From an optimization exercise on the open Yosys and OpenROAD flow, aimed at small area, a short achievable clock period and few clock cycles; shortcuts taken in it are not production practice. Where RTL was checked, it was by simulation tests only, not by an equivalence proof against the original. Power is estimated from default activity; no workload was simulated.

==> willow <==
==> flow/design.v <==
module day03p2_top ( 
    input logic clk_i,
    input logic rst_ni,
    input logic [3:0] digit_i,
    input logic eol_i,
    output logic [63:0] result_o,
    output logic ready_o
);
typedef enum logic [1:0] { 
    Start,
    Idle,
    Process,
    Sum
} state_t;
state_t state_q, state_d;
logic [63:0] joltage_q, joltage_d;
logic [3:0] digit_q, digit_d;
logic [11:0][3:0] twelve_digits_q, twelve_digits_d;
logic [3:0] index_q, index_d;
logic [63:0] power_q, power_d;
always_comb begin
    state_d = state_q;
    joltage_d = joltage_q;
    digit_d = digit_q;
    twelve_digits_d = twelve_digits_q;
    index_d = index_q;
    power_d = power_q;
    case(state_q)
        Start: begin
            state_d = Idle;
            joltage_d = 64'b0;
            digit_d = 4'b0;
            for (int i = 0; i < 12; i++) begin
                twelve_digits_d[i] = 4'b0;
            end
            index_d = 4'b0;
            power_d = 64'b0;
        end
        Idle: begin
            if (eol_i == 1'b1) begin
                state_d = Sum;
                index_d = 4'd0;
                power_d = 64'b1;
            end else if (digit_i != 4'b0) begin
                state_d = Process;
                digit_d = digit_i;
                index_d = 4'd11;
            end
        end
        Process: begin
            if (index_q == 4'b0) begin
                if(digit_q > twelve_digits_q[0]) begin
                    twelve_digits_d[0] = digit_q;
                end
                state_d = Idle;
            end else begin
                if (twelve_digits_q[index_q] < twelve_digits_q[index_q - 1]) begin
                    twelve_digits_d[index_q] = twelve_digits_q[index_q-1];
                    twelve_digits_d[index_q-1] = 0;
                end
                index_d = index_q - 4'b1;
                state_d = Process;
            end
        end
        Sum: begin
            if(index_q == 4'd12) begin
                digit_d = 4'b0;
                for (int i = 0; i < 12; i++) begin
                    twelve_digits_d[i] = 4'b0;
                end
                state_d = Idle;
            end else begin
                joltage_d = joltage_q + twelve_digits_d[index_d] * power_q;
                power_d = power_q * 64'd10;
                index_d = index_q + 4'b1;
                state_d = Sum;
            end
        end
    endcase
end
always_ff @( posedge clk_i, negedge rst_ni ) begin
    if(rst_ni == 1'b0) begin
        state_q <= Start;
        joltage_q <= 64'b0;
        digit_q <= 4'b0;
        for (int i = 0; i < 12; i++) begin
            twelve_digits_q[i] <= 4'b0;
        end
        index_q <= 4'b0;
        power_q <= 64'b0;
    end else begin
        state_q <= state_d;
        joltage_q <= joltage_d;
        digit_q <= digit_d;
        twelve_digits_q <= twelve_digits_d;
        index_q <= index_d;
        power_q <= power_d;
    end
end
assign result_o = joltage_q;
assign ready_o = (state_q == Idle);
endmodule
==> flow/run.sh <==
#!/bin/bash
# synth_recipe.tcl (not shown) runs the flow's synth.tcl, then flattens the netlist and writes it again
# the make line also repeats each setting of config.mk as NAME=value (left out here)
make -C /OpenROAD-flow-scripts/flow DESIGN_CONFIG=/design/flow/config.mk WORK_HOME=/design/flow/orfs CLKGATE_MAP_FILE= SYNTH_SCRIPT=/design/flow/synth_recipe.tcl finish
==> flow/config.mk <==
export PLATFORM = sky130hd
export DESIGN_NAME = day03p2_top
export DESIGN_NICKNAME = day03p2_top
export VERILOG_FILES = /design/flow/design.v
export SDC_FILE = /design/flow/constraint.sdc
export NUM_CORES = 4
export LEC_CHECK = 0
export CAP_MARGIN = 20
export CORE_MARGIN = 2
export CORE_UTILIZATION = 40
export SLEW_MARGIN = 20
==> flow/constraint.sdc <==
create_clock -name core_clock -period 8.0 [get_ports {clk_i}]
set_input_delay 1.6000 -clock core_clock [delete_from_list [all_inputs] [get_ports {clk_i}]]
set_output_delay 1.6000 -clock core_clock [all_outputs]
set_load 0.01 [all_outputs]
==> umber (differences from willow) <==
==> flow/design.v (replaced) <==
module day03p2_top (
    input  logic        clk_i,
    input  logic        rst_ni,
    input  logic [3:0]  digit_i,
    input  logic        eol_i,
    output logic [63:0] result_o,
    output logic        ready_o
);
logic [11:0][3:0] s_q, s_d;
logic [63:0] total_q;
logic [39:0] acc_q, acc_d;
logic        busy_q;    
logic        flush_q;   
logic [3:0]  cnt_q;     
logic take, dig_take, eol_take, last, step, add;
logic [11:1] lt, moved;
assign take     = ~busy_q;
assign eol_take = take & eol_i;
assign dig_take = take & ~eol_i & (digit_i != 4'd0);
assign last     = (cnt_q == 4'd12);
assign step     = eol_take | (busy_q & ~last);
assign add      = busy_q & last & ~flush_q;
always_comb begin
    for (int i = 1; i < 12; i++) lt[i] = s_q[i] < s_q[i-1];
    moved[11] = lt[11];
    for (int i = 10; i >= 1; i--) moved[i] = moved[i+1] | lt[i];
    s_d = s_q;
    if (step) begin
        for (int i = 11; i >= 1; i--) s_d[i] = s_q[i-1];
        s_d[0] = 4'd0;
    end else if (dig_take) begin
        for (int i = 11; i >= 1; i--) if (moved[i]) s_d[i] = s_q[i-1];
        if (moved[1] || digit_i > s_q[0]) s_d[0] = digit_i;
    end
    if (step) acc_d = {acc_q[38:0] + {acc_q[36:0], 2'b00} + {36'd0, s_q[11][3:1]}, s_q[11][0]};
    else      acc_d = 40'd0;
end
always_ff @(posedge clk_i or negedge rst_ni) begin
    if (!rst_ni) begin
        total_q <= 64'd0;
        busy_q  <= 1'b1;
        flush_q <= 1'b1;
        cnt_q   <= 4'd0;
    end else begin
        total_q <= total_q + {24'd0, add ? acc_q : 40'd0};
        if (step) begin
            busy_q <= 1'b1;
            cnt_q  <= cnt_q + 4'd1;
        end else if (busy_q) begin
            busy_q  <= 1'b0;
            flush_q <= 1'b0;
            cnt_q   <= 4'd0;
        end
    end
end
always_ff @(posedge clk_i) begin
    s_q   <= s_d;
    acc_q <= acc_d;
end
assign result_o = total_q;
assign ready_o  = ~busy_q;
endmodule
==> comparison <==
Against willow, the total power of umber is larger by 62%. Between umber and willow, the lower worst hold slack is in umber (gap 0.042 ns). Critical path depth: umber is lower than willow (2). Against willow, the sequential power of umber is larger by 39%. Maximum frequency: willow is lower than umber (about 44%). Between willow and umber, the lower synthesized area is in umber (gap about 100%, measured against umber). Between umber and willow, the lower non-clock buffer count is in umber (gap 23). In umber the wire length is lower than in willow, by 58%. Of umber and willow, willow has the higher global-route usage (gap 3.3 points). Of umber and willow, umber has the higher utilization (gap 2.1 points).
Testbench counts of willow, summed over its fixed seeds: cycles 630,728.
Only the layout flow was run in umber; the RTL was not checked for function there.

-- separate check: timing with driven ports --
In the flow no input, the clock included, has a driving cell. The finished layouts below were timed again as built, in two steps.
Step 1 (the two cells are an assumption about what drives the block):
set clk [get_ports {clk_i}]
set_driving_cell -lib_cell sky130_fd_sc_hd__clkbuf_16 $clk
set_driving_cell -lib_cell sky130_fd_sc_hd__buf_2 [delete_from_list [all_inputs] $clk]
Step 2 also shifts input and output timing later by t, the mid clock arrival at the registers, as if the neighbouring blocks saw the same clock.
a / b / c = ideal / step 1 / step 2; a / b = the first two.
run	shift t [ns]	setup WS [ns]	clock arrival spread, ns	worst register clock-pin slew, ns	worst slew at a driven data input, ns
willow	0.557	0.859 / 0.859 / 0.859	0.019 / 0.019	0.09 / 0.09	0.05
umber	0.470	3.966 / 3.966 / 3.966	0.009 / 0.009	0.08 / 0.08	0.03
After both steps setup and hold are still met in every run listed.
